Source: an optimization exercise on an open RTL-to-GDS flow (aim: small area, a short achievable clock period and few clock cycles per item). Production flows keep margins and buffers that such runs may drop. Function was not checked in any run shown here: the RTL went through the layout flow alone.

## flow/design.v (module list and top-level ports; edited modules follow where they fit)
// module vs4x400_core: 1795 lines
module vs4x400_core (
    input clk, input reset,
    input start_search,
    input [9:0] vector_count,
    input [7:0] dim_size,
    output reg [11:0] mem_addr,
    input signed [63:0] mem_data,
    output [31:0] max_score,
    output reg [7:0] winner_id,
    output reg busy
);
  // ...
==> flow/flow/run.sh <==
#!/bin/bash
# The standard layout (standard synthesis unchanged), with two changes to how the layout is
# made: every port still gets a buffer, but outputs get buf_4 and inputs buf_1 instead of the
# delay buffer buffer_ports picks by default (flow/ports.tcl); and the resizer's repair aims for setup slack
# below the clock period. Each tool's output is in orfs/logs; make's output in standard.log.
set -euo pipefail
here=$(pwd)
bash standard.sh \
  PRE_GLOBAL_PLACE_TCL="$here/flow/ports.tcl" \
  SETUP_SLACK_MARGIN=11.7 \
  finish > standard.log 2>&1
==> flow/flow/ports.tcl <==
# Sourced before global placement (PRE_GLOBAL_PLACE_TCL). global_place.tcl then calls
# buffer_ports; this wraps it so that every port still gets a buffer, but inputs get buf_1 and
# outputs buf_4 instead of the delay buffer buffer_ports picks by default.
rename buffer_ports my_std_buffer_ports
proc buffer_ports {args} {
  my_std_buffer_ports -inputs -buffer_cell sky130_fd_sc_hd__buf_1
  my_std_buffer_ports -outputs -buffer_cell sky130_fd_sc_hd__buf_4
}
==> flow/standard.sh <==
#!/bin/bash
# synth_recipe.tcl (not shown) runs the flow's synth.tcl, then flattens the netlist and writes it again
# the make line also repeats each setting of config.mk as NAME=value (left out here)
make -C /OpenROAD-flow-scripts/flow DESIGN_CONFIG=/design/flow/config.mk WORK_HOME=/design/flow/orfs CLKGATE_MAP_FILE= SYNTH_SCRIPT=/design/flow/synth_recipe.tcl "${@:-finish}"
==> flow/config.mk <==
export PLATFORM = sky130hd
export DESIGN_NAME = vs4x400_core
export DESIGN_NICKNAME = vs4x400_core
export VERILOG_FILES = /design/flow/design.v
export SDC_FILE = /design/flow/constraint.sdc
export NUM_CORES = 4
export LEC_CHECK = 0
export CAP_MARGIN = 20
export CORE_MARGIN = 2
export CORE_UTILIZATION = 55
export SLEW_MARGIN = 20
==> flow/constraint.sdc <==
create_clock -name core_clock -period 16.0 [get_ports {clk}]
set_input_delay 3.2000 -clock core_clock [delete_from_list [all_inputs] [get_ports {clk}]]
set_output_delay 3.2000 -clock core_clock [all_outputs]
set_load 0.01 [all_outputs]
==> impl_metrics.tcl, run 1 <==
set metrics [dict create \
    cts_buffer_depth 2 \
    place_congestion 0.864 \
    synth-main-ff-cell "dfxtp_1" \
    min_to "f1" \
    syn2layout_area_growth_pct 19.7 \
    fmaxAchievable_mhz 228 \
    max_slew_margin_pct 42.6 \
    largest_reg_flops 64 \
    initial_utilization_pct 56.3 \
    synth_common_cells "fa_1, inv_1, nand2_1, and2_1, dfxtp_1" \
    crit_top_cell "fa_2" \
    fin_cells 1786 \
    dp_hpwl_um 25800 \
    yosys.area.top_type_share_pct 37.5 \
    vias_per_cell 5.16 \
    cap_violations 0 \
    synth.most_common_cell "fa_1" \
    cts.sinks 161 \
    synth_fa_ha_area_share_pct 42.1 \
    design.core.area_sq_um 24500 \
    grt_pass1_wl_um 53900 \
    dr_total_vias 9208 \
    status "no timing/DRC/antenna violations" \
    cts_resized 153 \
    crit_chain "and2_4, fa_2, fa_2, fa_2, fa_2, fa_2, fa_1, fa_2, fa_1, inv_1" \
    yosysSeqAreaShare_pct 25.2 \
    numCtsBuffers 17 \
    reg2reg_slack_ns 11.62 \
    seq_cells 161 \
    end_kind "flip-flop" \
    fp.dieArea_sq_um 26300 \
    nets 1843 \
]
==> run 2: changes to the inputs <==
--- a/flow/design.v
+++ b/flow/design.v
@@ -12,24 +12,27 @@
     reg fetch;             
     reg first;             
     reg [4:0] krem;        
+    reg [8:0] vrem;        
     wire last_word = (krem == 5'd1);
-    wire done;             
+    wire last_vec = (vrem == 9'd1);
     always @(posedge clk or posedge reset) begin
         if (reset) begin
             fetch <= 1'b0;
             mem_addr <= 12'd0;
         end else begin
-            fetch <= start_search | (fetch & ~done);
+            fetch <= start_search | (fetch & ~(last_word & last_vec));
             mem_addr <= fetch ? mem_addr + 12'd1 : 12'd0;
         end
     end
     always @(posedge clk) begin
         krem <= (~fetch | last_word) ? dim_size[7:3] : krem - 5'd1;
+        vrem <= ~fetch ? vector_count[8:0] : (last_word ? vrem - 9'd1 : vrem);
         first <= ~fetch | last_word;
     end
     reg [63:0] d1;
     reg f1;                
     reg l1;                
+    reg e1;                
     reg [21:0] acc_s, acc_c;
     wire [21:0] as_q = f1 ? 22'd0 : acc_s;
     wire [21:0] ac_q = f1 ? 22'd0 : acc_c;
@@ -1204,558 +1207,561 @@
     assign nb311 = ~pp310;
     assign pp312 = d1[55] & d1[63];
     assign s1 = as_q[0] ^ ac_q[0] ^ pp1;
-    assign c1 = (as_q[0] & ac_q[0]) | (pp1 & (as_q[0] ^ ac_q[0]));
+    assign c1 = (as_q[0] & ac_q[0]) | ((as_q[0] | ac_q[0]) & pp1);
     assign s2 = pp79 ^ pp157 ^ pp235;
-    assign c2 = (pp79 & pp157) | (pp235 & (pp79 ^ pp157));
+    assign c2 = (pp79 & pp157) | ((pp79 | pp157) & pp235);
     assign s3 = as_q[1] ^ ac_q[1] ^ pp2;
-    assign c3 = (as_q[1] & ac_q[1]) | (pp2 & (as_q[1] ^ ac_q[1]));
+    assign c3 = (as_q[1] & ac_q[1]) | ((as_q[1] | ac_q[1]) & pp2);
     assign s4 = pp10 ^ pp80 ^ pp88;
-    assign c4 = (pp10 & pp80) | (pp88 & (pp10 ^ pp80));
+    assign c4 = (pp10 & pp80) | ((pp10 | pp80) & pp88);
     assign s5 = pp158 ^ pp166 ^ pp236;
-    assign c5 = (pp158 & pp166) | (pp236 & (pp158 ^ pp166));
+    assign c5 = (pp158 & pp166) | ((pp158 | pp166) & pp236);
     assign s6 = pp244 ^ c1 ^ c2;
-    assign c6 = (pp244 & c1) | (c2 & (pp244 ^ c1));
+    assign c6 = (pp244 & c1) | ((pp244 | c1) & c2);
     assign s7 = s3 ^ s4 ^ s5;
-    assign c7 = (s3 & s4) | (s5 & (s3 ^ s4));
+    assign c7 = (s3 & s4) | ((s3 | s4) & s5);
     assign s8 = as_q[2] ^ ac_q[2] ^ pp3;
-    assign c8 = (as_q[2] & ac_q[2]) | (pp3 & (as_q[2] ^ ac_q[2]));
+    assign c8 = (as_q[2] & ac_q[2]) | ((as_q[2] | ac_q[2]) & pp3);
     assign s9 = pp11 ^ pp19 ^ pp81;
-    assign c9 = (pp11 & pp19) | (pp81 & (pp11 ^ pp19));
+    assign c9 = (pp11 & pp19) | ((pp11 | pp19) & pp81);
     assign s10 = pp89 ^ pp97 ^ pp159;
-    assign c10 = (pp89 & pp97) | (pp159 & (pp89 ^ pp97));
+    assign c10 = (pp89 & pp97) | ((pp89 | pp97) & pp159);
     assign s11 = pp167 ^ pp175 ^ pp237;
-    assign c11 = (pp167 & pp175) | (pp237 & (pp167 ^ pp175));
+    assign c11 = (pp167 & pp175) | ((pp167 | pp175) & pp237);
     assign s12 = pp245 ^ pp253 ^ c3;
-    assign c12 = (pp245 & pp253) | (c3 & (pp245 ^ pp253));
+    assign c12 = (pp245 & pp253) | ((pp245 | pp253) & c3);
     assign s13 = c4 ^ c5 ^ s8;
-    assign c13 = (c4 & c5) | (s8 & (c4 ^ c5));
+    assign c13 = (c4 & c5) | ((c4 | c5) & s8);
     assign s14 = s9 ^ s10 ^ s11;
-    assign c14 = (s9 & s10) | (s11 & (s9 ^ s10));
+    assign c14 = (s9 & s10) | ((s9 | s10) & s11);
     assign s15 = c6 ^ c7 ^ s12;
-    assign c15 = (c6 & c7) | (s12 & (c6 ^ c7));
+    assign c15 = (c6 & c7) | ((c6 | c7) & s12);
     assign s16 = s13 ^ s14 ^ s15;
-    assign c16 = (s13 & s14) | (s15 & (s13 ^ s14));
+    assign c16 = (s13 & s14) | ((s13 | s14) & s15);
     assign s17 = as_q[3] ^ ac_q[3] ^ pp4;
-    assign c17 = (as_q[3] & ac_q[3]) | (pp4 & (as_q[3] ^ ac_q[3]));
+    assign c17 = (as_q[3] & ac_q[3]) | ((as_q[3] | ac_q[3]) & pp4);
     assign s18 = pp12 ^ pp20 ^ pp28;
-    assign c18 = (pp12 & pp20) | (pp28 & (pp12 ^ pp20));
+    assign c18 = (pp12 & pp20) | ((pp12 | pp20) & pp28);
     assign s19 = pp82 ^ pp90 ^ pp98;
-    assign c19 = (pp82 & pp90) | (pp98 & (pp82 ^ pp90));
+    assign c19 = (pp82 & pp90) | ((pp82 | pp90) & pp98);
     assign s20 = pp106 ^ pp160 ^ pp168;
-    assign c20 = (pp106 & pp160) | (pp168 & (pp106 ^ pp160));
+    assign c20 = (pp106 & pp160) | ((pp106 | pp160) & pp168);
     assign s21 = pp176 ^ pp184 ^ pp238;
-    assign c21 = (pp176 & pp184) | (pp238 & (pp176 ^ pp184));
+    assign c21 = (pp176 & pp184) | ((pp176 | pp184) & pp238);
     assign s22 = pp246 ^ pp254 ^ pp262;
-    assign c22 = (pp246 & pp254) | (pp262 & (pp246 ^ pp254));
+    assign c22 = (pp246 & pp254) | ((pp246 | pp254) & pp262);
     assign s23 = c8 ^ c9 ^ c10;
-    assign c23 = (c8 & c9) | (c10 & (c8 ^ c9));
+    assign c23 = (c8 & c9) | ((c8 | c9) & c10);
     assign s24 = c11 ^ s17 ^ s18;
-    assign c24 = (c11 & s17) | (s18 & (c11 ^ s17));
+    assign c24 = (c11 & s17) | ((c11 | s17) & s18);
     assign s25 = s19 ^ s20 ^ s21;
-    assign c25 = (s19 & s20) | (s21 & (s19 ^ s20));
+    assign c25 = (s19 & s20) | ((s19 | s20) & s21);
     assign s26 = s22 ^ c12 ^ c13;
-    assign c26 = (s22 & c12) | (c13 & (s22 ^ c12));
+    assign c26 = (s22 & c12) | ((s22 | c12) & c13);
     assign s27 = c14 ^ s23 ^ s24;
-    assign c27 = (c14 & s23) | (s24 & (c14 ^ s23));
+    assign c27 = (c14 & s23) | ((c14 | s23) & s24);
     assign s28 = s25 ^ c15 ^ s26;
-    assign c28 = (s25 & c15) | (s26 & (s25 ^ c15));
+    assign c28 = (s25 & c15) | ((s25 | c15) & s26);
     assign s29 = s27 ^ c16 ^ s28;
-    assign c29 = (s27 & c16) | (s28 & (s27 ^ c16));
+    assign c29 = (s27 & c16) | ((s27 | c16) & s28);
     assign s30 = as_q[4] ^ ac_q[4] ^ pp5;
-    assign c30 = (as_q[4] & ac_q[4]) | (pp5 & (as_q[4] ^ ac_q[4]));
+    assign c30 = (as_q[4] & ac_q[4]) | ((as_q[4] | ac_q[4]) & pp5);
     assign s31 = pp13 ^ pp21 ^ pp29;
-    assign c31 = (pp13 & pp21) | (pp29 & (pp13 ^ pp21));
+    assign c31 = (pp13 & pp21) | ((pp13 | pp21) & pp29);
     assign s32 = pp37 ^ pp83 ^ pp91;
-    assign c32 = (pp37 & pp83) | (pp91 & (pp37 ^ pp83));
+    assign c32 = (pp37 & pp83) | ((pp37 | pp83) & pp91);
     assign s33 = pp99 ^ pp107 ^ pp115;
-    assign c33 = (pp99 & pp107) | (pp115 & (pp99 ^ pp107));
+    assign c33 = (pp99 & pp107) | ((pp99 | pp107) & pp115);
     assign s34 = pp161 ^ pp169 ^ pp177;
-    assign c34 = (pp161 & pp169) | (pp177 & (pp161 ^ pp169));
+    assign c34 = (pp161 & pp169) | ((pp161 | pp169) & pp177);
     assign s35 = pp185 ^ pp193 ^ pp239;
-    assign c35 = (pp185 & pp193) | (pp239 & (pp185 ^ pp193));
+    assign c35 = (pp185 & pp193) | ((pp185 | pp193) & pp239);
     assign s36 = pp247 ^ pp255 ^ pp263;
-    assign c36 = (pp247 & pp255) | (pp263 & (pp247 ^ pp255));
+    assign c36 = (pp247 & pp255) | ((pp247 | pp255) & pp263);
     assign s37 = pp271 ^ c17 ^ c18;
-    assign c37 = (pp271 & c17) | (c18 & (pp271 ^ c17));
+    assign c37 = (pp271 & c17) | ((pp271 | c17) & c18);
     assign s38 = c19 ^ c20 ^ c21;
-    assign c38 = (c19 & c20) | (c21 & (c19 ^ c20));
+    assign c38 = (c19 & c20) | ((c19 | c20) & c21);
     assign s39 = c22 ^ s30 ^ s31;
-    assign c39 = (c22 & s30) | (s31 & (c22 ^ s30));
+    assign c39 = (c22 & s30) | ((c22 | s30) & s31);
     assign s40 = s32 ^ s33 ^ s34;
-    assign c40 = (s32 & s33) | (s34 & (s32 ^ s33));
+    assign c40 = (s32 & s33) | ((s32 | s33) & s34);
     assign s41 = s35 ^ s36 ^ c23;
-    assign c41 = (s35 & s36) | (c23 & (s35 ^ s36));
+    assign c41 = (s35 & s36) | ((s35 | s36) & c23);
     assign s42 = c24 ^ c25 ^ s37;
-    assign c42 = (c24 & c25) | (s37 & (c24 ^ c25));
+    assign c42 = (c24 & c25) | ((c24 | c25) & s37);
     assign s43 = s38 ^ s39 ^ s40;
-    assign c43 = (s38 & s39) | (s40 & (s38 ^ s39));
+    assign c43 = (s38 & s39) | ((s38 | s39) & s40);
     assign s44 = c26 ^ c27 ^ s41;
-    assign c44 = (c26 & c27) | (s41 & (c26 ^ c27));
+    assign c44 = (c26 & c27) | ((c26 | c27) & s41);
     assign s45 = s42 ^ s43 ^ c28;
-    assign c45 = (s42 & s43) | (c28 & (s42 ^ s43));
+    assign c45 = (s42 & s43) | ((s42 | s43) & c28);
     assign s46 = s44 ^ c29 ^ s45;
-    assign c46 = (s44 & c29) | (s45 & (s44 ^ c29));
+    assign c46 = (s44 & c29) | ((s44 | c29) & s45);
     assign s47 = as_q[5] ^ ac_q[5] ^ pp6;
-    assign c47 = (as_q[5] & ac_q[5]) | (pp6 & (as_q[5] ^ ac_q[5]));
+    assign c47 = (as_q[5] & ac_q[5]) | ((as_q[5] | ac_q[5]) & pp6);
     assign s48 = pp14 ^ pp22 ^ pp30;
-    assign c48 = (pp14 & pp22) | (pp30 & (pp14 ^ pp22));
+    assign c48 = (pp14 & pp22) | ((pp14 | pp22) & pp30);
     assign s49 = pp38 ^ pp46 ^ pp84;
-    assign c49 = (pp38 & pp46) | (pp84 & (pp38 ^ pp46));
+    assign c49 = (pp38 & pp46) | ((pp38 | pp46) & pp84);
     assign s50 = pp92 ^ pp100 ^ pp108;
-    assign c50 = (pp92 & pp100) | (pp108 & (pp92 ^ pp100));
+    assign c50 = (pp92 & pp100) | ((pp92 | pp100) & pp108);
     assign s51 = pp116 ^ pp124 ^ pp162;
-    assign c51 = (pp116 & pp124) | (pp162 & (pp116 ^ pp124));
+    assign c51 = (pp116 & pp124) | ((pp116 | pp124) & pp162);
     assign s52 = pp170 ^ pp178 ^ pp186;
-    assign c52 = (pp170 & pp178) | (pp186 & (pp170 ^ pp178));
+    assign c52 = (pp170 & pp178) | ((pp170 | pp178) & pp186);
     assign s53 = pp194 ^ pp202 ^ pp240;
-    assign c53 = (pp194 & pp202) | (pp240 & (pp194 ^ pp202));
+    assign c53 = (pp194 & pp202) | ((pp194 | pp202) & pp240);
     assign s54 = pp248 ^ pp256 ^ pp264;
-    assign c54 = (pp248 & pp256) | (pp264 & (pp248 ^ pp256));
+    assign c54 = (pp248 & pp256) | ((pp248 | pp256) & pp264);
     assign s55 = pp272 ^ pp280 ^ c30;
-    assign c55 = (pp272 & pp280) | (c30 & (pp272 ^ pp280));
+    assign c55 = (pp272 & pp280) | ((pp272 | pp280) & c30);
     assign s56 = c31 ^ c32 ^ c33;
-    assign c56 = (c31 & c32) | (c33 & (c31 ^ c32));
+    assign c56 = (c31 & c32) | ((c31 | c32) & c33);
     assign s57 = c34 ^ c35 ^ c36;
-    assign c57 = (c34 & c35) | (c36 & (c34 ^ c35));
+    assign c57 = (c34 & c35) | ((c34 | c35) & c36);
     assign s58 = s47 ^ s48 ^ s49;
-    assign c58 = (s47 & s48) | (s49 & (s47 ^ s48));
+    assign c58 = (s47 & s48) | ((s47 | s48) & s49);
     assign s59 = s50 ^ s51 ^ s52;
-    assign c59 = (s50 & s51) | (s52 & (s50 ^ s51));
+    assign c59 = (s50 & s51) | ((s50 | s51) & s52);
     assign s60 = s53 ^ s54 ^ c37;
-    assign c60 = (s53 & s54) | (c37 & (s53 ^ s54));
+    assign c60 = (s53 & s54) | ((s53 | s54) & c37);
     assign s61 = c38 ^ c39 ^ c40;
-    assign c61 = (c38 & c39) | (c40 & (c38 ^ c39));
+    assign c61 = (c38 & c39) | ((c38 | c39) & c40);
     assign s62 = s55 ^ s56 ^ s57;
-    assign c62 = (s55 & s56) | (s57 & (s55 ^ s56));
+    assign c62 = (s55 & s56) | ((s55 | s56) & s57);
     assign s63 = s58 ^ s59 ^ c41;
-    assign c63 = (s58 & s59) | (c41 & (s58 ^ s59));
+    assign c63 = (s58 & s59) | ((s58 | s59) & c41);
     assign s64 = c42 ^ c43 ^ s60;
-    assign c64 = (c42 & c43) | (s60 & (c42 ^ c43));
+    assign c64 = (c42 & c43) | ((c42 | c43) & s60);
     assign s65 = s61 ^ s62 ^ c44;
-    assign c65 = (s61 & s62) | (c44 & (s61 ^ s62));
+    assign c65 = (s61 & s62) | ((s61 | s62) & c44);
     assign s66 = s63 ^ s64 ^ c45;
-    assign c66 = (s63 & s64) | (c45 & (s63 ^ s64));
+    assign c66 = (s63 & s64) | ((s63 | s64) & c45);
     assign s67 = s65 ^ c46 ^ s66;
-    assign c67 = (s65 & c46) | (s66 & (s65 ^ c46));
+    assign c67 = (s65 & c46) | ((s65 | c46) & s66);
     assign s68 = as_q[6] ^ ac_q[6] ^ pp7;
-    assign c68 = (as_q[6] & ac_q[6]) | (pp7 & (as_q[6] ^ ac_q[6]));
+    assign c68 = (as_q[6] & ac_q[6]) | ((as_q[6] | ac_q[6]) & pp7);
     assign s69 = pp15 ^ pp23 ^ pp31;
-    assign c69 = (pp15 & pp23) | (pp31 & (pp15 ^ pp23));
+    assign c69 = (pp15 & pp23) | ((pp15 | pp23) & pp31);
     assign s70 = pp39 ^ pp47 ^ pp55;
-    assign c70 = (pp39 & pp47) | (pp55 & (pp39 ^ pp47));
+    assign c70 = (pp39 & pp47) | ((pp39 | pp47) & pp55);
     assign s71 = pp85 ^ pp93 ^ pp101;
-    assign c71 = (pp85 & pp93) | (pp101 & (pp85 ^ pp93));
+    assign c71 = (pp85 & pp93) | ((pp85 | pp93) & pp101);
     assign s72 = pp109 ^ pp117 ^ pp125;
-    assign c72 = (pp109 & pp117) | (pp125 & (pp109 ^ pp117));
+    assign c72 = (pp109 & pp117) | ((pp109 | pp117) & pp125);
     assign s73 = pp133 ^ pp163 ^ pp171;
-    assign c73 = (pp133 & pp163) | (pp171 & (pp133 ^ pp163));
+    assign c73 = (pp133 & pp163) | ((pp133 | pp163) & pp171);
     assign s74 = pp179 ^ pp187 ^ pp195;
-    assign c74 = (pp179 & pp187) | (pp195 & (pp179 ^ pp187));
+    assign c74 = (pp179 & pp187) | ((pp179 | pp187) & pp195);
     assign s75 = pp203 ^ pp211 ^ pp241;
-    assign c75 = (pp203 & pp211) | (pp241 & (pp203 ^ pp211));
+    assign c75 = (pp203 & pp211) | ((pp203 | pp211) & pp241);
     assign s76 = pp249 ^ pp257 ^ pp265;
-    assign c76 = (pp249 & pp257) | (pp265 & (pp249 ^ pp257));
+    assign c76 = (pp249 & pp257) | ((pp249 | pp257) & pp265);
     assign s77 = pp273 ^ pp281 ^ pp289;
-    assign c77 = (pp273 & pp281) | (pp289 & (pp273 ^ pp281));
+    assign c77 = (pp273 & pp281) | ((pp273 | pp281) & pp289);
     assign s78 = c47 ^ c48 ^ c49;
-    assign c78 = (c47 & c48) | (c49 & (c47 ^ c48));
+    assign c78 = (c47 & c48) | ((c47 | c48) & c49);
     assign s79 = c50 ^ c51 ^ c52;
-    assign c79 = (c50 & c51) | (c52 & (c50 ^ c51));
+    assign c79 = (c50 & c51) | ((c50 | c51) & c52);
     assign s80 = c53 ^ c54 ^ s68;
-    assign c80 = (c53 & c54) | (s68 & (c53 ^ c54));
+    assign c80 = (c53 & c54) | ((c53 | c54) & s68);
     assign s81 = s69 ^ s70 ^ s71;
-    assign c81 = (s69 & s70) | (s71 & (s69 ^ s70));
+    assign c81 = (s69 & s70) | ((s69 | s70) & s71);
     assign s82 = s72 ^ s73 ^ s74;
-    assign c82 = (s72 & s73) | (s74 & (s72 ^ s73));
+    assign c82 = (s72 & s73) | ((s72 | s73) & s74);
     assign s83 = s75 ^ s76 ^ s77;
-    assign c83 = (s75 & s76) | (s77 & (s75 ^ s76));
+    assign c83 = (s75 & s76) | ((s75 | s76) & s77);
     assign s84 = c55 ^ c56 ^ c57;
-    assign c84 = (c55 & c56) | (c57 & (c55 ^ c56));
+    assign c84 = (c55 & c56) | ((c55 | c56) & c57);
     assign s85 = c58 ^ c59 ^ s78;
-    assign c85 = (c58 & c59) | (s78 & (c58 ^ c59));
+    assign c85 = (c58 & c59) | ((c58 | c59) & s78);
     assign s86 = s79 ^ s80 ^ s81;
-    assign c86 = (s79 & s80) | (s81 & (s79 ^ s80));
+    assign c86 = (s79 & s80) | ((s79 | s80) & s81);
     assign s87 = s82 ^ s83 ^ c60;
-    assign c87 = (s82 & s83) | (c60 & (s82 ^ s83));
+    assign c87 = (s82 & s83) | ((s82 | s83) & c60);
     assign s88 = c61 ^ c62 ^ s84;
-    assign c88 = (c61 & c62) | (s84 & (c61 ^ c62));
+    assign c88 = (c61 & c62) | ((c61 | c62) & s84);
     assign s89 = s85 ^ s86 ^ c63;
-    assign c89 = (s85 & s86) | (c63 & (s85 ^ s86));
+    assign c89 = (s85 & s86) | ((s85 | s86) & c63);
     assign s90 = c64 ^ s87 ^ s88;
-    assign c90 = (c64 & s87) | (s88 & (c64 ^ s87));
+    assign c90 = (c64 & s87) | ((c64 | s87) & s88);
     assign s91 = c65 ^ s89 ^ s90;
-    assign c91 = (c65 & s89) | (s90 & (c65 ^ s89));
+    assign c91 = (c65 & s89) | ((c65 | s89) & s90);
     assign s92 = c66 ^ s91 ^ c67;
-    assign c92 = (c66 & s91) | (c67 & (c66 ^ s91));
+    assign c92 = (c66 & s91) | ((c66 | s91) & c67);
     assign s93 = as_q[7] ^ ac_q[7] ^ nb9;
-    assign c93 = (as_q[7] & ac_q[7]) | (nb9 & (as_q[7] ^ ac_q[7]));
+    assign c93 = (as_q[7] & ac_q[7]) | ((as_q[7] | ac_q[7]) & nb9);
     assign s94 = pp16 ^ pp24 ^ pp32;
-    assign c94 = (pp16 & pp24) | (pp32 & (pp16 ^ pp24));
+    assign c94 = (pp16 & pp24) | ((pp16 | pp24) & pp32);
     assign s95 = pp40 ^ pp48 ^ pp56;
-    assign c95 = (pp40 & pp48) | (pp56 & (pp40 ^ pp48));
+    assign c95 = (pp40 & pp48) | ((pp40 | pp48) & pp56);
     assign s96 = nb65 ^ nb87 ^ pp94;
-    assign c96 = (nb65 & nb87) | (pp94 & (nb65 ^ nb87));
+    assign c96 = (nb65 & nb87) | ((nb65 | nb87) & pp94);
     assign s97 = pp102 ^ pp110 ^ pp118;
-    assign c97 = (pp102 & pp110) | (pp118 & (pp102 ^ pp110));
+    assign c97 = (pp102 & pp110) | ((pp102 | pp110) & pp118);
     assign s98 = pp126 ^ pp134 ^ nb143;
-    assign c98 = (pp126 & pp134) | (nb143 & (pp126 ^ pp134));
+    assign c98 = (pp126 & pp134) | ((pp126 | pp134) & nb143);
     assign s99 = nb165 ^ pp172 ^ pp180;
-    assign c99 = (nb165 & pp172) | (pp180 & (nb165 ^ pp172));
+    assign c99 = (nb165 & pp172) | ((nb165 | pp172) & pp180);
     assign s100 = pp188 ^ pp196 ^ pp204;
-    assign c100 = (pp188 & pp196) | (pp204 & (pp188 ^ pp196));
+    assign c100 = (pp188 & pp196) | ((pp188 | pp196) & pp204);
     assign s101 = pp212 ^ nb221 ^ nb243;
-    assign c101 = (pp212 & nb221) | (nb243 & (pp212 ^ nb221));
+    assign c101 = (pp212 & nb221) | ((pp212 | nb221) & nb243);
     assign s102 = pp250 ^ pp258 ^ pp266;
-    assign c102 = (pp250 & pp258) | (pp266 & (pp250 ^ pp258));
+    assign c102 = (pp250 & pp258) | ((pp250 | pp258) & pp266);
     assign s103 = pp274 ^ pp282 ^ pp290;
-    assign c103 = (pp274 & pp282) | (pp290 & (pp274 ^ pp282));
+    assign c103 = (pp274 & pp282) | ((pp274 | pp282) & pp290);
     assign s104 = nb299 ^ c68 ^ c69;
-    assign c104 = (nb299 & c68) | (c69 & (nb299 ^ c68));
+    assign c104 = (nb299 & c68) | ((nb299 | c68) & c69);
     assign s105 = c70 ^ c71 ^ c72;
-    assign c105 = (c70 & c71) | (c72 & (c70 ^ c71));
+    assign c105 = (c70 & c71) | ((c70 | c71) & c72);
     assign s106 = c73 ^ c74 ^ c75;
-    assign c106 = (c73 & c74) | (c75 & (c73 ^ c74));
+    assign c106 = (c73 & c74) | ((c73 | c74) & c75);
     assign s107 = c76 ^ c77 ^ s93;
-    assign c107 = (c76 & c77) | (s93 & (c76 ^ c77));
+    assign c107 = (c76 & c77) | ((c76 | c77) & s93);
     assign s108 = s94 ^ s95 ^ s96;
-    assign c108 = (s94 & s95) | (s96 & (s94 ^ s95));
+    assign c108 = (s94 & s95) | ((s94 | s95) & s96);
     assign s109 = s97 ^ s98 ^ s99;
-    assign c109 = (s97 & s98) | (s99 & (s97 ^ s98));
+    assign c109 = (s97 & s98) | ((s97 | s98) & s99);
     assign s110 = s100 ^ s101 ^ s102;
-    assign c110 = (s100 & s101) | (s102 & (s100 ^ s101));
+    assign c110 = (s100 & s101) | ((s100 | s101) & s102);
     assign s111 = s103 ^ c78 ^ c79;
-    assign c111 = (s103 & c78) | (c79 & (s103 ^ c78));
+    assign c111 = (s103 & c78) | ((s103 | c78) & c79);
     assign s112 = c80 ^ c81 ^ c82;
-    assign c112 = (c80 & c81) | (c82 & (c80 ^ c81));
+    assign c112 = (c80 & c81) | ((c80 | c81) & c82);
     assign s113 = c83 ^ s104 ^ s105;
-    assign c113 = (c83 & s104) | (s105 & (c83 ^ s104));
+    assign c113 = (c83 & s104) | ((c83 | s104) & s105);
     assign s114 = s106 ^ s107 ^ s108;
-    assign c114 = (s106 & s107) | (s108 & (s106 ^ s107));
+    assign c114 = (s106 & s107) | ((s106 | s107) & s108);
     assign s115 = s109 ^ s110 ^ c84;
-    assign c115 = (s109 & s110) | (c84 & (s109 ^ s110));
+    assign c115 = (s109 & s110) | ((s109 | s110) & c84);
     assign s116 = c85 ^ c86 ^ s111;
-    assign c116 = (c85 & c86) | (s111 & (c85 ^ c86));
+    assign c116 = (c85 & c86) | ((c85 | c86) & s111);
     assign s117 = s112 ^ s113 ^ s114;
-    assign c117 = (s112 & s113) | (s114 & (s112 ^ s113));
+    assign c117 = (s112 & s113) | ((s112 | s113) & s114);
     assign s118 = c87 ^ c88 ^ s115;
-    assign c118 = (c87 & c88) | (s115 & (c87 ^ c88));
+    assign c118 = (c87 & c88) | ((c87 | c88) & s115);
     assign s119 = s116 ^ s117 ^ c89;
-    assign c119 = (s116 & s117) | (c89 & (s116 ^ s117));
+    assign c119 = (s116 & s117) | ((s116 | s117) & c89);
     assign s120 = c90 ^ s118 ^ c91;
-    assign c120 = (c90 & s118) | (c91 & (c90 ^ s118));
+    assign c120 = (c90 & s118) | ((c90 | s118) & c91);
     assign s121 = s119 ^ s120;
     assign c121 = s119 & s120;
     assign s122 = as_q[8] ^ ac_q[8] ^ nb18;
-    assign c122 = (as_q[8] & ac_q[8]) | (nb18 & (as_q[8] ^ ac_q[8]));
+    assign c122 = (as_q[8] & ac_q[8]) | ((as_q[8] | ac_q[8]) & nb18);
     assign s123 = pp25 ^ pp33 ^ pp41;
-    assign c123 = (pp25 & pp33) | (pp41 & (pp25 ^ pp33));
+    assign c123 = (pp25 & pp33) | ((pp25 | pp33) & pp41);
     assign s124 = pp49 ^ pp57 ^ nb67;
-    assign c124 = (pp49 & pp57) | (nb67 & (pp49 ^ pp57));
+    assign c124 = (pp49 & pp57) | ((pp49 | pp57) & nb67);
     assign s125 = nb96 ^ pp103 ^ pp111;
-    assign c125 = (nb96 & pp103) | (pp111 & (nb96 ^ pp103));
+    assign c125 = (nb96 & pp103) | ((nb96 | pp103) & pp111);
     assign s126 = pp119 ^ pp127 ^ pp135;
-    assign c126 = (pp119 & pp127) | (pp135 & (pp119 ^ pp127));
+    assign c126 = (pp119 & pp127) | ((pp119 | pp127) & pp135);
     assign s127 = nb145 ^ nb174 ^ pp181;
-    assign c127 = (nb145 & nb174) | (pp181 & (nb145 ^ nb174));
+    assign c127 = (nb145 & nb174) | ((nb145 | nb174) & pp181);
     assign s128 = pp189 ^ pp197 ^ pp205;
-    assign c128 = (pp189 & pp197) | (pp205 & (pp189 ^ pp197));
+    assign c128 = (pp189 & pp197) | ((pp189 | pp197) & pp205);
     assign s129 = pp213 ^ nb223 ^ nb252;
-    assign c129 = (pp213 & nb223) | (nb252 & (pp213 ^ nb223));
+    assign c129 = (pp213 & nb223) | ((pp213 | nb223) & nb252);
     assign s130 = pp259 ^ pp267 ^ pp275;
-    assign c130 = (pp259 & pp267) | (pp275 & (pp259 ^ pp267));
+    assign c130 = (pp259 & pp267) | ((pp259 | pp267) & pp275);
     assign s131 = pp283 ^ pp291 ^ nb301;
-    assign c131 = (pp283 & pp291) | (nb301 & (pp283 ^ pp291));
+    assign c131 = (pp283 & pp291) | ((pp283 | pp291) & nb301);
     assign s132 = c93 ^ c94 ^ c95;
-    assign c132 = (c93 & c94) | (c95 & (c93 ^ c94));
+    assign c132 = (c93 & c94) | ((c93 | c94) & c95);
     assign s133 = c96 ^ c97 ^ c98;
-    assign c133 = (c96 & c97) | (c98 & (c96 ^ c97));
+    assign c133 = (c96 & c97) | ((c96 | c97) & c98);
     assign s134 = c99 ^ c100 ^ c101;
-    assign c134 = (c99 & c100) | (c101 & (c99 ^ c100));
+    assign c134 = (c99 & c100) | ((c99 | c100) & c101);
     assign s135 = c102 ^ c103 ^ s122;
-    assign c135 = (c102 & c103) | (s122 & (c102 ^ c103));
+    assign c135 = (c102 & c103) | ((c102 | c103) & s122);
     assign s136 = s123 ^ s124 ^ s125;
-    assign c136 = (s123 & s124) | (s125 & (s123 ^ s124));
+    assign c136 = (s123 & s124) | ((s123 | s124) & s125);
     assign s137 = s126 ^ s127 ^ s128;
-    assign c137 = (s126 & s127) | (s128 & (s126 ^ s127));
+    assign c137 = (s126 & s127) | ((s126 | s127) & s128);
     assign s138 = s129 ^ s130 ^ s131;
-    assign c138 = (s129 & s130) | (s131 & (s129 ^ s130));
+    assign c138 = (s129 & s130) | ((s129 | s130) & s131);
     assign s139 = c104 ^ c105 ^ c106;
-    assign c139 = (c104 & c105) | (c106 & (c104 ^ c105));
+    assign c139 = (c104 & c105) | ((c104 | c105) & c106);
     assign s140 = c107 ^ c108 ^ c109;
-    assign c140 = (c107 & c108) | (c109 & (c107 ^ c108));
+    assign c140 = (c107 & c108) | ((c107 | c108) & c109);
     assign s141 = c110 ^ s132 ^ s133;
-    assign c141 = (c110 & s132) | (s133 & (c110 ^ s132));
+    assign c141 = (c110 & s132) | ((c110 | s132) & s133);
     assign s142 = s134 ^ s135 ^ s136;
-    assign c142 = (s134 & s135) | (s136 & (s134 ^ s135));
+    assign c142 = (s134 & s135) | ((s134 | s135) & s136);
     assign s143 = s137 ^ s138 ^ c111;
-    assign c143 = (s137 & s138) | (c111 & (s137 ^ s138));
+    assign c143 = (s137 & s138) | ((s137 | s138) & c111);
     assign s144 = c112 ^ c113 ^ c114;
-    assign c144 = (c112 & c113) | (c114 & (c112 ^ c113));
+    assign c144 = (c112 & c113) | ((c112 | c113) & c114);
     assign s145 = s139 ^ s140 ^ s141;
-    assign c145 = (s139 & s140) | (s141 & (s139 ^ s140));
+    assign c145 = (s139 & s140) | ((s139 | s140) & s141);
     assign s146 = s142 ^ c115 ^ c116;
-    assign c146 = (s142 & c115) | (c116 & (s142 ^ c115));
+    assign c146 = (s142 & c115) | ((s142 | c115) & c116);
     assign s147 = c117 ^ s143 ^ s144;
-    assign c147 = (c117 & s143) | (s144 & (c117 ^ s143));
+    assign c147 = (c117 & s143) | ((c117 | s143) & s144);
     assign s148 = s145 ^ c118 ^ s146;
-    assign c148 = (s145 & c118) | (s146 & (s145 ^ c118));
+    assign c148 = (s145 & c118) | ((s145 | c118) & s146);
     assign s149 = s147 ^ c119 ^ s148;
-    assign c149 = (s147 & c119) | (s148 & (s147 ^ c119));
+    assign c149 = (s147 & c119) | ((s147 | c119) & s148);
     assign s150 = c120 ^ s149;
     assign c150 = c120 & s149;
     assign s151 = as_q[9] ^ ac_q[9] ^ nb27;
-    assign c151 = (as_q[9] & ac_q[9]) | (nb27 & (as_q[9] ^ ac_q[9]));
+    assign c151 = (as_q[9] & ac_q[9]) | ((as_q[9] | ac_q[9]) & nb27);
     assign s152 = pp34 ^ pp42 ^ pp50;
-    assign c152 = (pp34 & pp42) | (pp50 & (pp34 ^ pp42));
+    assign c152 = (pp34 & pp42) | ((pp34 | pp42) & pp50);
     assign s153 = pp58 ^ nb69 ^ nb105;
-    assign c153 = (pp58 & nb69) | (nb105 & (pp58 ^ nb69));
+    assign c153 = (pp58 & nb69) | ((pp58 | nb69) & nb105);
     assign s154 = pp112 ^ pp120 ^ pp128;
-    assign c154 = (pp112 & pp120) | (pp128 & (pp112 ^ pp120));
+    assign c154 = (pp112 & pp120) | ((pp112 | pp120) & pp128);
     assign s155 = pp136 ^ nb147 ^ nb183;
-    assign c155 = (pp136 & nb147) | (nb183 & (pp136 ^ nb147));
+    assign c155 = (pp136 & nb147) | ((pp136 | nb147) & nb183);
     assign s156 = pp190 ^ pp198 ^ pp206;
-    assign c156 = (pp190 & pp198) | (pp206 & (pp190 ^ pp198));
+    assign c156 = (pp190 & pp198) | ((pp190 | pp198) & pp206);
     assign s157 = pp214 ^ nb225 ^ nb261;
-    assign c157 = (pp214 & nb225) | (nb261 & (pp214 ^ nb225));
+    assign c157 = (pp214 & nb225) | ((pp214 | nb225) & nb261);
     assign s158 = pp268 ^ pp276 ^ pp284;
-    assign c158 = (pp268 & pp276) | (pp284 & (pp268 ^ pp276));
+    assign c158 = (pp268 & pp276) | ((pp268 | pp276) & pp284);
     assign s159 = pp292 ^ nb303 ^ c122;
-    assign c159 = (pp292 & nb303) | (c122 & (pp292 ^ nb303));
+    assign c159 = (pp292 & nb303) | ((pp292 | nb303) & c122);
     assign s160 = c123 ^ c124 ^ c125;
-    assign c160 = (c123 & c124) | (c125 & (c123 ^ c124));
+    assign c160 = (c123 & c124) | ((c123 | c124) & c125);
     assign s161 = c126 ^ c127 ^ c128;
-    assign c161 = (c126 & c127) | (c128 & (c126 ^ c127));
+    assign c161 = (c126 & c127) | ((c126 | c127) & c128);
     assign s162 = c129 ^ c130 ^ c131;
-    assign c162 = (c129 & c130) | (c131 & (c129 ^ c130));
+    assign c162 = (c129 & c130) | ((c129 | c130) & c131);
     assign s163 = s151 ^ s152 ^ s153;
-    assign c163 = (s151 & s152) | (s153 & (s151 ^ s152));
+    assign c163 = (s151 & s152) | ((s151 | s152) & s153);
     assign s164 = s154 ^ s155 ^ s156;
-    assign c164 = (s154 & s155) | (s156 & (s154 ^ s155));
+    assign c164 = (s154 & s155) | ((s154 | s155) & s156);
     assign s165 = s157 ^ s158 ^ c132;
-    assign c165 = (s157 & s158) | (c132 & (s157 ^ s158));
+    assign c165 = (s157 & s158) | ((s157 | s158) & c132);
     assign s166 = c133 ^ c134 ^ c135;
-    assign c166 = (c133 & c134) | (c135 & (c133 ^ c134));
+    assign c166 = (c133 & c134) | ((c133 | c134) & c135);
     assign s167 = c136 ^ c137 ^ c138;
-    assign c167 = (c136 & c137) | (c138 & (c136 ^ c137));
+    assign c167 = (c136 & c137) | ((c136 | c137) & c138);
     assign s168 = s159 ^ s160 ^ s161;
-    assign c168 = (s159 & s160) | (s161 & (s159 ^ s160));
+    assign c168 = (s159 & s160) | ((s159 | s160) & s161);
     assign s169 = s162 ^ s163 ^ s164;
-    assign c169 = (s162 & s163) | (s164 & (s162 ^ s163));
+    assign c169 = (s162 & s163) | ((s162 | s163) & s164);
     assign s170 = c139 ^ c140 ^ c141;
-    assign c170 = (c139 & c140) | (c141 & (c139 ^ c140));
+    assign c170 = (c139 & c140) | ((c139 | c140) & c141);
     assign s171 = c142 ^ s165 ^ s166;
-    assign c171 = (c142 & s165) | (s166 & (c142 ^ s165));
+    assign c171 = (c142 & s165) | ((c142 | s165) & s166);
     assign s172 = s167 ^ s168 ^ s169;
-    assign c172 = (s167 & s168) | (s169 & (s167 ^ s168));
+    assign c172 = (s167 & s168) | ((s167 | s168) & s169);
     assign s173 = c143 ^ c144 ^ c145;
-    assign c173 = (c143 & c144) | (c145 & (c143 ^ c144));
+    assign c173 = (c143 & c144) | ((c143 | c144) & c145);
     assign s174 = s170 ^ s171 ^ s172;
-    assign c174 = (s170 & s171) | (s172 & (s170 ^ s171));
+    assign c174 = (s170 & s171) | ((s170 | s171) & s172);
     assign s175 = c146 ^ c147 ^ s173;
-    assign c175 = (c146 & c147) | (s173 & (c146 ^ c147));
+    assign c175 = (c146 & c147) | ((c146 | c147) & s173);
     assign s176 = s174 ^ c148 ^ s175;
-    assign c176 = (s174 & c148) | (s175 & (s174 ^ c148));
+    assign c176 = (s174 & c148) | ((s174 | c148) & s175);
     assign s177 = c149 ^ s176;
     assign c177 = c149 & s176;
     assign s178 = 1'b1 ^ as_q[10] ^ ac_q[10];
-    assign c178 = (1'b1 & as_q[10]) | (ac_q[10] & (1'b1 ^ as_q[10]));
+    assign c178 = (1'b1 & as_q[10]) | ((1'b1 | as_q[10]) & ac_q[10]);
     assign s179 = nb36 ^ pp43 ^ pp51;
-    assign c179 = (nb36 & pp43) | (pp51 & (nb36 ^ pp43));
+    assign c179 = (nb36 & pp43) | ((nb36 | pp43) & pp51);
     assign s180 = pp59 ^ nb71 ^ nb114;
-    assign c180 = (pp59 & nb71) | (nb114 & (pp59 ^ nb71));
+    assign c180 = (pp59 & nb71) | ((pp59 | nb71) & nb114);
     assign s181 = pp121 ^ pp129 ^ pp137;
-    assign c181 = (pp121 & pp129) | (pp137 & (pp121 ^ pp129));
+    assign c181 = (pp121 & pp129) | ((pp121 | pp129) & pp137);
     assign s182 = nb149 ^ nb192 ^ pp199;
-    assign c182 = (nb149 & nb192) | (pp199 & (nb149 ^ nb192));
+    assign c182 = (nb149 & nb192) | ((nb149 | nb192) & pp199);
     assign s183 = pp207 ^ pp215 ^ nb227;
-    assign c183 = (pp207 & pp215) | (nb227 & (pp207 ^ pp215));
+    assign c183 = (pp207 & pp215) | ((pp207 | pp215) & nb227);
     assign s184 = nb270 ^ pp277 ^ pp285;
-    assign c184 = (nb270 & pp277) | (pp285 & (nb270 ^ pp277));
+    assign c184 = (nb270 & pp277) | ((nb270 | pp277) & pp285);
     assign s185 = pp293 ^ nb305 ^ s178;
-    assign c185 = (pp293 & nb305) | (s178 & (pp293 ^ nb305));
+    assign c185 = (pp293 & nb305) | ((pp293 | nb305) & s178);
     assign s186 = c151 ^ c152 ^ c153;
-    assign c186 = (c151 & c152) | (c153 & (c151 ^ c152));
+    assign c186 = (c151 & c152) | ((c151 | c152) & c153);
     assign s187 = c154 ^ c155 ^ c156;
-    assign c187 = (c154 & c155) | (c156 & (c154 ^ c155));
+    assign c187 = (c154 & c155) | ((c154 | c155) & c156);
     assign s188 = c157 ^ c158 ^ s179;
-    assign c188 = (c157 & c158) | (s179 & (c157 ^ c158));
+    assign c188 = (c157 & c158) | ((c157 | c158) & s179);
     assign s189 = s180 ^ s181 ^ s182;
-    assign c189 = (s180 & s181) | (s182 & (s180 ^ s181));
+    assign c189 = (s180 & s181) | ((s180 | s181) & s182);
     assign s190 = s183 ^ s184 ^ s185;
-    assign c190 = (s183 & s184) | (s185 & (s183 ^ s184));
+    assign c190 = (s183 & s184) | ((s183 | s184) & s185);
     assign s191 = c159 ^ c160 ^ c161;
-    assign c191 = (c159 & c160) | (c161 & (c159 ^ c160));
+    assign c191 = (c159 & c160) | ((c159 | c160) & c161);
     assign s192 = c162 ^ c163 ^ c164;
-    assign c192 = (c162 & c163) | (c164 & (c162 ^ c163));
+    assign c192 = (c162 & c163) | ((c162 | c163) & c164);
     assign s193 = s186 ^ s187 ^ s188;
-    assign c193 = (s186 & s187) | (s188 & (s186 ^ s187));
+    assign c193 = (s186 & s187) | ((s186 | s187) & s188);
     assign s194 = s189 ^ s190 ^ c165;
-    assign c194 = (s189 & s190) | (c165 & (s189 ^ s190));
+    assign c194 = (s189 & s190) | ((s189 | s190) & c165);
     assign s195 = c166 ^ c167 ^ c168;
-    assign c195 = (c166 & c167) | (c168 & (c166 ^ c167));
+    assign c195 = (c166 & c167) | ((c166 | c167) & c168);
     assign s196 = c169 ^ s191 ^ s192;
-    assign c196 = (c169 & s191) | (s192 & (c169 ^ s191));
+    assign c196 = (c169 & s191) | ((c169 | s191) & s192);
     assign s197 = s193 ^ c170 ^ c171;
-    assign c197 = (s193 & c170) | (c171 & (s193 ^ c170));
+    assign c197 = (s193 & c170) | ((s193 | c170) & c171);
     assign s198 = c172 ^ s194 ^ s195;
-    assign c198 = (c172 & s194) | (s195 & (c172 ^ s194));
+    assign c198 = (c172 & s194) | ((c172 | s194) & s195);
     assign s199 = s196 ^ c173 ^ c174;
-    assign c199 = (s196 & c173) | (c174 & (s196 ^ c173));
+    assign c199 = (s196 & c173) | ((s196 | c173) & c174);
     assign s200 = s197 ^ s198 ^ c175;
-    assign c200 = (s197 & s198) | (c175 & (s197 ^ s198));
+    assign c200 = (s197 & s198) | ((s197 | s198) & c175);
     assign s201 = s199 ^ c176 ^ s200;
-    assign c201 = (s199 & c176) | (s200 & (s199 ^ c176));
+    assign c201 = (s199 & c176) | ((s199 | c176) & s200);
     assign s202 = as_q[11] ^ ac_q[11] ^ nb45;
-    assign c202 = (as_q[11] & ac_q[11]) | (nb45 & (as_q[11] ^ ac_q[11]));
+    assign c202 = (as_q[11] & ac_q[11]) | ((as_q[11] | ac_q[11]) & nb45);
     assign s203 = pp52 ^ pp60 ^ nb73;
-    assign c203 = (pp52 & pp60) | (nb73 & (pp52 ^ pp60));
+    assign c203 = (pp52 & pp60) | ((pp52 | pp60) & nb73);
     assign s204 = nb123 ^ pp130 ^ pp138;
-    assign c204 = (nb123 & pp130) | (pp138 & (nb123 ^ pp130));
+    assign c204 = (nb123 & pp130) | ((nb123 | pp130) & pp138);
     assign s205 = nb151 ^ nb201 ^ pp208;
-    assign c205 = (nb151 & nb201) | (pp208 & (nb151 ^ nb201));
+    assign c205 = (nb151 & nb201) | ((nb151 | nb201) & pp208);
     assign s206 = pp216 ^ nb229 ^ nb279;
-    assign c206 = (pp216 & nb229) | (nb279 & (pp216 ^ nb229));
+    assign c206 = (pp216 & nb229) | ((pp216 | nb229) & nb279);
     assign s207 = pp286 ^ pp294 ^ nb307;
-    assign c207 = (pp286 & pp294) | (nb307 & (pp286 ^ pp294));
+    assign c207 = (pp286 & pp294) | ((pp286 | pp294) & nb307);
     assign s208 = c178 ^ c179 ^ c180;
-    assign c208 = (c178 & c179) | (c180 & (c178 ^ c179));
+    assign c208 = (c178 & c179) | ((c178 | c179) & c180);
     assign s209 = c181 ^ c182 ^ c183;
-    assign c209 = (c181 & c182) | (c183 & (c181 ^ c182));
+    assign c209 = (c181 & c182) | ((c181 | c182) & c183);
     assign s210 = c184 ^ c185 ^ s202;
-    assign c210 = (c184 & c185) | (s202 & (c184 ^ c185));
+    assign c210 = (c184 & c185) | ((c184 | c185) & s202);
     assign s211 = s203 ^ s204 ^ s205;
-    assign c211 = (s203 & s204) | (s205 & (s203 ^ s204));
+    assign c211 = (s203 & s204) | ((s203 | s204) & s205);
     assign s212 = s206 ^ s207 ^ c186;
-    assign c212 = (s206 & s207) | (c186 & (s206 ^ s207));
+    assign c212 = (s206 & s207) | ((s206 | s207) & c186);
     assign s213 = c187 ^ c188 ^ c189;
-    assign c213 = (c187 & c188) | (c189 & (c187 ^ c188));
+    assign c213 = (c187 & c188) | ((c187 | c188) & c189);
     assign s214 = c190 ^ s208 ^ s209;
-    assign c214 = (c190 & s208) | (s209 & (c190 ^ s208));
+    assign c214 = (c190 & s208) | ((c190 | s208) & s209);
     assign s215 = s210 ^ s211 ^ c191;
-    assign c215 = (s210 & s211) | (c191 & (s210 ^ s211));
+    assign c215 = (s210 & s211) | ((s210 | s211) & c191);
     assign s216 = c192 ^ c193 ^ s212;
-    assign c216 = (c192 & c193) | (s212 & (c192 ^ c193));
+    assign c216 = (c192 & c193) | ((c192 | c193) & s212);
     assign s217 = s213 ^ s214 ^ c194;
-    assign c217 = (s213 & s214) | (c194 & (s213 ^ s214));
+    assign c217 = (s213 & s214) | ((s213 | s214) & c194);
     assign s218 = c195 ^ c196 ^ s215;
-    assign c218 = (c195 & c196) | (s215 & (c195 ^ c196));
+    assign c218 = (c195 & c196) | ((c195 | c196) & s215);
     assign s219 = s216 ^ c197 ^ c198;
-    assign c219 = (s216 & c197) | (c198 & (s216 ^ c197));
+    assign c219 = (s216 & c197) | ((s216 | c197) & c198);
     assign s220 = s217 ^ s218 ^ c199;
-    assign c220 = (s217 & s218) | (c199 & (s217 ^ s218));
+    assign c220 = (s217 & s218) | ((s217 | s218) & c199);
     assign s221 = s219 ^ c200 ^ s220;
-    assign c221 = (s219 & c200) | (s220 & (s219 ^ c200));
+    assign c221 = (s219 & c200) | ((s219 | c200) & s220);
     assign s222 = as_q[12] ^ ac_q[12] ^ nb54;
-    assign c222 = (as_q[12] & ac_q[12]) | (nb54 & (as_q[12] ^ ac_q[12]));
+    assign c222 = (as_q[12] & ac_q[12]) | ((as_q[12] | ac_q[12]) & nb54);
     assign s223 = pp61 ^ nb75 ^ nb132;
-    assign c223 = (pp61 & nb75) | (nb132 & (pp61 ^ nb75));
+    assign c223 = (pp61 & nb75) | ((pp61 | nb75) & nb132);
     assign s224 = pp139 ^ nb153 ^ nb210;
-    assign c224 = (pp139 & nb153) | (nb210 & (pp139 ^ nb153));
+    assign c224 = (pp139 & nb153) | ((pp139 | nb153) & nb210);
     assign s225 = pp217 ^ nb231 ^ nb288;
-    assign c225 = (pp217 & nb231) | (nb288 & (pp217 ^ nb231));
+    assign c225 = (pp217 & nb231) | ((pp217 | nb231) & nb288);
     assign s226 = pp295 ^ nb309 ^ c202;
-    assign c226 = (pp295 & nb309) | (c202 & (pp295 ^ nb309));
+    assign c226 = (pp295 & nb309) | ((pp295 | nb309) & c202);
     assign s227 = c203 ^ c204 ^ c205;
-    assign c227 = (c203 & c204) | (c205 & (c203 ^ c204));
+    assign c227 = (c203 & c204) | ((c203 | c204) & c205);
     assign s228 = c206 ^ c207 ^ s222;
-    assign c228 = (c206 & c207) | (s222 & (c206 ^ c207));
+    assign c228 = (c206 & c207) | ((c206 | c207) & s222);
     assign s229 = s223 ^ s224 ^ s225;
-    assign c229 = (s223 & s224) | (s225 & (s223 ^ s224));
+    assign c229 = (s223 & s224) | ((s223 | s224) & s225);
     assign s230 = c208 ^ c209 ^ c210;
-    assign c230 = (c208 & c209) | (c210 & (c208 ^ c209));
+    assign c230 = (c208 & c209) | ((c208 | c209) & c210);
     assign s231 = c211 ^ s226 ^ s227;
-    assign c231 = (c211 & s226) | (s227 & (c211 ^ s226));
+    assign c231 = (c211 & s226) | ((c211 | s226) & s227);
     assign s232 = s228 ^ s229 ^ c212;
-    assign c232 = (s228 & s229) | (c212 & (s228 ^ s229));
+    assign c232 = (s228 & s229) | ((s228 | s229) & c212);
     assign s233 = c213 ^ c214 ^ s230;
-    assign c233 = (c213 & c214) | (s230 & (c213 ^ c214));
+    assign c233 = (c213 & c214) | ((c213 | c214) & s230);
     assign s234 = s231 ^ c215 ^ c216;
-    assign c234 = (s231 & c215) | (c216 & (s231 ^ c215));
+    assign c234 = (s231 & c215) | ((s231 | c215) & c216);
     assign s235 = s232 ^ s233 ^ c217;
-    assign c235 = (s232 & s233) | (c217 & (s232 ^ s233));
+    assign c235 = (s232 & s233) | ((s232 | s233) & c217);
     assign s236 = c218 ^ s234 ^ c219;
-    assign c236 = (c218 & s234) | (c219 & (c218 ^ s234));
+    assign c236 = (c218 & s234) | ((c218 | s234) & c219);
     assign s237 = s235 ^ c220 ^ s236;
-    assign c237 = (s235 & c220) | (s236 & (s235 ^ c220));
+    assign c237 = (s235 & c220) | ((s235 | c220) & s236);
     assign s238 = as_q[13] ^ ac_q[13] ^ nb63;
-    assign c238 = (as_q[13] & ac_q[13]) | (nb63 & (as_q[13] ^ ac_q[13]));
+    assign c238 = (as_q[13] & ac_q[13]) | ((as_q[13] | ac_q[13]) & nb63);
     assign s239 = nb77 ^ nb141 ^ nb155;
-    assign c239 = (nb77 & nb141) | (nb155 & (nb77 ^ nb141));
+    assign c239 = (nb77 & nb141) | ((nb77 | nb141) & nb155);
     assign s240 = nb219 ^ nb233 ^ nb297;
-    assign c240 = (nb219 & nb233) | (nb297 & (nb219 ^ nb233));
+    assign c240 = (nb219 & nb233) | ((nb219 | nb233) & nb297);
     assign s241 = nb311 ^ c222 ^ c223;
-    assign c241 = (nb311 & c222) | (c223 & (nb311 ^ c222));
+    assign c241 = (nb311 & c222) | ((nb311 | c222) & c223);
     assign s242 = c224 ^ c225 ^ s238;
-    assign c242 = (c224 & c225) | (s238 & (c224 ^ c225));
+    assign c242 = (c224 & c225) | ((c224 | c225) & s238);
     assign s243 = s239 ^ s240 ^ c226;
-    assign c243 = (s239 & s240) | (c226 & (s239 ^ s240));
+    assign c243 = (s239 & s240) | ((s239 | s240) & c226);
     assign s244 = c227 ^ c228 ^ c229;
-    assign c244 = (c227 & c228) | (c229 & (c227 ^ c228));
+    assign c244 = (c227 & c228) | ((c227 | c228) & c229);
     assign s245 = s241 ^ s242 ^ c230;
-    assign c245 = (s241 & s242) | (c230 & (s241 ^ s242));
+    assign c245 = (s241 & s242) | ((s241 | s242) & c230);
     assign s246 = c231 ^ s243 ^ s244;
-    assign c246 = (c231 & s243) | (s244 & (c231 ^ s243));
+    assign c246 = (c231 & s243) | ((c231 | s243) & s244);
     assign s247 = c232 ^ c233 ^ s245;
-    assign c247 = (c232 & c233) | (s245 & (c232 ^ c233));
+    assign c247 = (c232 & c233) | ((c232 | c233) & s245);
     assign s248 = s246 ^ c234 ^ s247;
-    assign c248 = (s246 & c234) | (s247 & (s246 ^ c234));
+    assign c248 = (s246 & c234) | ((s246 | c234) & s247);
     assign s249 = c235 ^ s248 ^ c236;
-    assign c249 = (c235 & s248) | (c236 & (c235 ^ s248));
+    assign c249 = (c235 & s248) | ((c235 | s248) & c236);
     assign s250 = as_q[14] ^ ac_q[14] ^ pp78;
-    assign c250 = (as_q[14] & ac_q[14]) | (pp78 & (as_q[14] ^ ac_q[14]));
+    assign c250 = (as_q[14] & ac_q[14]) | ((as_q[14] | ac_q[14]) & pp78);
     assign s251 = pp156 ^ pp234 ^ pp312;
-    assign c251 = (pp156 & pp234) | (pp312 & (pp156 ^ pp234));
+    assign c251 = (pp156 & pp234) | ((pp156 | pp234) & pp312);
     assign s252 = c238 ^ c239 ^ c240;
-    assign c252 = (c238 & c239) | (c240 & (c238 ^ c239));
+    assign c252 = (c238 & c239) | ((c238 | c239) & c240);
     assign s253 = s250 ^ s251 ^ c241;
-    assign c253 = (s250 & s251) | (c241 & (s250 ^ s251));
+    assign c253 = (s250 & s251) | ((s250 | s251) & c241);
     assign s254 = c242 ^ s252 ^ c243;
-    assign c254 = (c242 & s252) | (c243 & (c242 ^ s252));
+    assign c254 = (c242 & s252) | ((c242 | s252) & c243);
     assign s255 = c244 ^ s253 ^ c245;
-    assign c255 = (c244 & s253) | (c245 & (c244 ^ s253));
+    assign c255 = (c244 & s253) | ((c244 | s253) & c245);
     assign s256 = c246 ^ s254 ^ c247;
-    assign c256 = (c246 & s254) | (c247 & (c246 ^ s254));
+    assign c256 = (c246 & s254) | ((c246 | s254) & c247);
     assign s257 = s255 ^ c248 ^ s256;
-    assign c257 = (s255 & c248) | (s256 & (s255 ^ c248));
+    assign c257 = (s255 & c248) | ((s255 | c248) & s256);
     assign s258 = as_q[15] ^ ac_q[15] ^ c250;
-    assign c258 = (as_q[15] & ac_q[15]) | (c250 & (as_q[15] ^ ac_q[15]));
+    assign c258 = (as_q[15] & ac_q[15]) | ((as_q[15] | ac_q[15]) & c250);
     assign s259 = c251 ^ c252 ^ s258;
-    assign c259 = (c251 & c252) | (s258 & (c251 ^ c252));
+    assign c259 = (c251 & c252) | ((c251 | c252) & s258);
     assign s260 = c253 ^ s259 ^ c254;
-    assign c260 = (c253 & s259) | (c254 & (c253 ^ s259));
+    assign c260 = (c253 & s259) | ((c253 | s259) & c254);
     assign s261 = c255 ^ s260 ^ c256;
-    assign c261 = (c255 & s260) | (c256 & (c255 ^ s260));
+    assign c261 = (c255 & s260) | ((c255 | s260) & c256);
     assign s262 = as_q[16] ^ ac_q[16] ^ c258;
-    assign c262 = (as_q[16] & ac_q[16]) | (c258 & (as_q[16] ^ ac_q[16]));
+    assign c262 = (as_q[16] & ac_q[16]) | ((as_q[16] | ac_q[16]) & c258);
     assign s263 = c259 ^ s262 ^ c260;
-    assign c263 = (c259 & s262) | (c260 & (c259 ^ s262));
+    assign c263 = (c259 & s262) | ((c259 | s262) & c260);
     assign s264 = 1'b1 ^ as_q[17] ^ ac_q[17];
-    assign c264 = (1'b1 & as_q[17]) | (ac_q[17] & (1'b1 ^ as_q[17]));
+    assign c264 = (1'b1 & as_q[17]) | ((1'b1 | as_q[17]) & ac_q[17]);
     assign s265 = s264 ^ c262 ^ c263;
-    assign c265 = (s264 & c262) | (c263 & (s264 ^ c262));
+    assign c265 = (s264 & c262) | ((s264 | c262) & c263);
     assign s266 = 1'b1 ^ as_q[18] ^ ac_q[18];
-    assign c266 = (1'b1 & as_q[18]) | (ac_q[18] & (1'b1 ^ as_q[18]));
+    assign c266 = (1'b1 & as_q[18]) | ((1'b1 | as_q[18]) & ac_q[18]);
     assign s267 = c264 ^ s266 ^ c265;
-    assign c267 = (c264 & s266) | (c265 & (c264 ^ s266));
+    assign c267 = (c264 & s266) | ((c264 | s266) & c265);
     assign s268 = 1'b1 ^ as_q[19] ^ ac_q[19];
-    assign c268 = (1'b1 & as_q[19]) | (ac_q[19] & (1'b1 ^ as_q[19]));
+    assign c268 = (1'b1 & as_q[19]) | ((1'b1 | as_q[19]) & ac_q[19]);
     assign s269 = c266 ^ s268;
     assign c269 = c266 & s268;
     assign s270 = 1'b1 ^ as_q[20] ^ ac_q[20];
-    assign c270 = (1'b1 & as_q[20]) | (ac_q[20] & (1'b1 ^ as_q[20]));
+    assign c270 = (1'b1 & as_q[20]) | ((1'b1 | as_q[20]) & ac_q[20]);
     assign s271 = c268 ^ s270 ^ c269;
-    assign c271 = (c268 & s270) | (c269 & (c268 ^ s270));
+    assign c271 = (c268 & s270) | ((c268 | s270) & c269);
     assign s272 = 1'b1 ^ as_q[21] ^ ac_q[21];
-    assign c272 = (1'b1 & as_q[21]) | (ac_q[21] & (1'b1 ^ as_q[21]));
+    assign c272 = (1'b1 & as_q[21]) | ((1'b1 | as_q[21]) & ac_q[21]);
     assign s273 = c270 ^ s272 ^ c271;
-    assign c273 = (c270 & s272) | (c271 & (c270 ^ s272));
+    assign c273 = (c270 & s272) | ((c270 | s272) & c271);
     wire [21:0] acc_s_d = {s273, s271, s269, s267, s265, s263, c257, s257, c237, c221, c201, c177, c150, c121, c92, s92, s67, s46, s29, s16, s6, s1};
     wire [21:0] acc_c_d = {1'b0, 1'b0, c267, 1'b0, 1'b0, c261, s261, c249, s249, s237, s221, s201, s177, s150, s121, 1'b0, 1'b0, 1'b0, 1'b0, 1'b0, s7, s2};
     always @(posedge clk or posedge reset) begin
-        if (reset)
+        if (reset) begin
             l1 <= 1'b0;
-        else
-            l1 <= fetch & last_word & ~done;
+            e1 <= 1'b0;
+        end else begin
+            l1 <= fetch & last_word;
+            e1 <= fetch & last_word & last_vec;
+        end
     end
     always @(posedge clk) begin
         d1 <= mem_data;
@@ -1764,23 +1770,25 @@
         acc_c <= acc_c_d;
     end
     reg d2;                
+    reg e2;                
+    reg firstv;            
     reg [7:0] vid;         
     reg [21:0] best;
     reg best31;
-    wire [8:0] vid_next = {1'b0, vid} + 9'd1;
-    assign done = d2 & (vid_next == vector_count[8:0]);
     wire signed [21:0] score = acc_s + acc_c;
-    wire take = d2 & ((vid == 8'd0) | (score > $signed(best)));
+    wire take = d2 & (firstv | (score > $signed(best)));
     always @(posedge clk or posedge reset) begin
         if (reset) begin
             d2 <= 1'b0;
+            e2 <= 1'b0;
             busy <= 1'b0;
             best <= 22'd1;
             best31 <= 1'b1;
             winner_id <= 8'hFF;
         end else begin
-            d2 <= l1 & ~done;
-            busy <= start_search | (busy & ~done);
+            d2 <= l1;
+            e2 <= e1;
+            busy <= start_search | (busy & ~e2);
             if (take) begin
                 best <= score;
                 best31 <= score[21];
@@ -1789,7 +1797,8 @@
         end
     end
     always @(posedge clk) begin
-        vid <= ~busy ? 8'd0 : (d2 ? vid_next[7:0] : vid);
+        firstv <= ~busy | (firstv & ~d2);
+        vid <= ~busy ? 8'd0 : vid + {7'd0, d2};
     end
     assign max_score = {best31, {9{best[21]}}, best};
 endmodule
==> flow/run.sh (new file) <==
#!/bin/bash
# synth_recipe.tcl (not shown) runs the flow's synth.tcl, then flattens the netlist and writes it again
# the make line also repeats each setting of config.mk as NAME=value (left out here)
make -C /OpenROAD-flow-scripts/flow DESIGN_CONFIG=/design/flow/config.mk WORK_HOME=/design/flow/orfs CLKGATE_MAP_FILE= SYNTH_SCRIPT=/design/flow/synth_recipe.tcl finish
--- a/flow/config.mk
+++ b/flow/config.mk
@@ -7,5 +7,5 @@
 export LEC_CHECK = 0
 export CAP_MARGIN = 20
 export CORE_MARGIN = 2
-export CORE_UTILIZATION = 55
+export CORE_UTILIZATION = 40
 export SLEW_MARGIN = 20
removed: flow/flow/run.sh
removed: flow/flow/ports.tcl
removed: flow/standard.sh
==> impl_metrics.tcl, run 2 <==
set metrics [dict create \
    status "no timing/DRC/antenna violations" \
    numCtsBuffers 17 \
    cap_violations 0 \
    endpoint "max_score[25]" \
    ys_seq_elements 173 \
    final_common_cell "fa_1" \
    path_class "reg2out" \
    worst_r2r_path_depth 10 \
    vias_per_cell 4.80 \
    slowest_delay_ns 0.62 \
    dp_hpwl_um 27200 \
    initial_utilization_pct 40.6 \
    largest_reg_flops 64 \
    grt.busiest_layer "met2" \
    synth_common_cells "fa_1, inv_1, nand2_1, and2_1, dfxtp_1" \
    routedWlPerCell_um 17.3 \
    tightestPinTransition_ns 0.881 \
    dr_total_vias 9178 \
    synth-main-ff-cell "dfxtp_1" \
    synth.most_common_cell "fa_1" \
    fp.dieArea_sq_um 36600 \
    cp-start-kind "flip-flop" \
    cts_tree "yes" \
    max_slew_margin_pct 41.2 \
    synth_nets 1714 \
    slowest_stage "clkdlybuf4s50_1" \
    fin_crit_sh_pct 30.2 \
    final_core_util_pct 47.5 \
    top_register "d1" \
    synthTopCellsByArea "fa_1, dfxtp_1, dfrtp_1" \
    cts_hold_buf 0 \
    fin_cells 1912 \
    design.core.area_sq_um 34500 \
    grt_overflow 0 \
    place_congestion 0.868 \
    nets 1840 \
    yosysSeqAreaShare_pct 27.2 \
    clk-insertion-delay-late_ns 0.45 \
    grt_max_degree 50 \
    drive_above_1_share_pct 6.04 \
    wl_um 33100 \
    n_antenna_cell 0 \
    syn_avg_cell_area_sq_um 10.6 \
    hold_path.class "reg2reg" \
    crit_chain "clkdlybuf4s50_1" \
    cp_data_arrival_time_ns 1.62 \
    path_delay_family "buffers and inverters" \
    grt_pass1_vias 10400 \
    cts_resized 0 \
    synth_warnings 1 \
    cts_setup_buffers 0 \
    cts.sinks 173 \
    end_kind "output port" \
    grt_pass1_wl_um 55700 \
    reg2reg_slack_ns 11.24 \
    h-tree-depth 4 \
    fmaxAchievable_mhz 207 \
    critPathMaxFanout 12 \
    path_buf_inv 1 \
    rows 68 \
    cts_buffer_depth 2 \
    yosys.area.top_type_share_pct 36.8 \
    required_ns 12.80 \
    syn2layout_area_growth_pct 16.9 \
]
==> run 2: cell types whose count changed in the layout (fill, tap and decap cells not counted), moves of 69 or more <==
cell             previous run  this run
clkdlybuf4s50_1             0       133
fa_1                      188       258
dfxtp_1                    45       114
fa_2                       70         0
buf_1                      80         0
buf_4                      83         0
==> run 2: layer usage <==
| metal | vias to the layer above | wire, um |
|---|---|---|
| li1 | 4231 | - |
| met3 | 50 | 1370 |
| met4 | 0 | 962 |
| met2 | 185 | 16200 |
| met5 | - | 0 |
| met1 | 4712 | 14600 |
==> run 2: worst min path at each step <==
stage                      from  endpoint  depth (start not counted)  slack [ns]
after floorplan           first        f1                          0        0.31
after global placement    first        f1                          0        0.31
after detailed placement  first        f1                          0        0.32
after CTS                 first        f1                          0        0.33
after global routing      first        f1                          0        0.33
final                     first        f1                          0        0.33
==> run 2: cell families (layout without fill, tap and decap cells) <==
family	Yosys count	in the layout	synth area share, %
simple gates	406	406	14.6
xor+xnor	42	42	2.67
fa+ha+maj	311	311	41.5
mux	31	31	2.51
buf+inv	274	413	7.63
compound gates	81	81	3.89
flops	173	173	27.2
==> run 2: metrics by stage <==
stage	area [sq um]	hold slack [ns]	setup WS [ns]
after floorplan	14000	0.310	11.57
after global placement	15800	0.312	10.85
after detailed placement	15800	0.315	10.82
after CTS	16400	0.331	10.81
after global routing	16400	0.330	10.90
final	16400	0.328	11.18
==> run 2: area by class of cell <==
| type | instances | share of cell area (%) |
|---|---|---|
| Clock buffer | 21 | 2.81 |
| Clock inverter | 11 | 0.664 |
| Inverter | 247 | 5.66 |
| Multi-Input combinational cell | 871 | 55.9 |
| Sequential cell | 173 | 23.2 |
| Tap cell | 455 | 3.47 |
| Timing Repair Buffer | 134 | 8.29 |

-- static timing again, ports no longer ideal --
The results above use ideal ports. As a check the final layouts listed here were re-extracted and re-timed, cells and wires unchanged. Step 1 (the two cells are an assumption about what drives the block):
set clk [get_ports {clk}]
set_driving_cell -lib_cell sky130_fd_sc_hd__clkbuf_16 $clk
set_driving_cell -lib_cell sky130_fd_sc_hd__buf_2 [delete_from_list [all_inputs] $clk]
Step 2, shift: input delay + t, output delay - t, t = (earliest + latest rising clock arrival at the registers) / 2. This alone moves slack from input paths to output paths. a / b / c = ideal ports / drivers / drivers and shift; a / b = the first two.
run	shift t [ns]	setup WS [ns]	worst setup path at the end
run 1	0.480	11.623 / 11.588 / 11.423	input to register
run 2	0.489	11.176 / 11.128 / 11.243	register to register
After both steps every run listed still meets setup and hold. The setup slack of run 1, which loses most, moves by -0.035 ns with the drivers and by -0.200 ns with both steps.
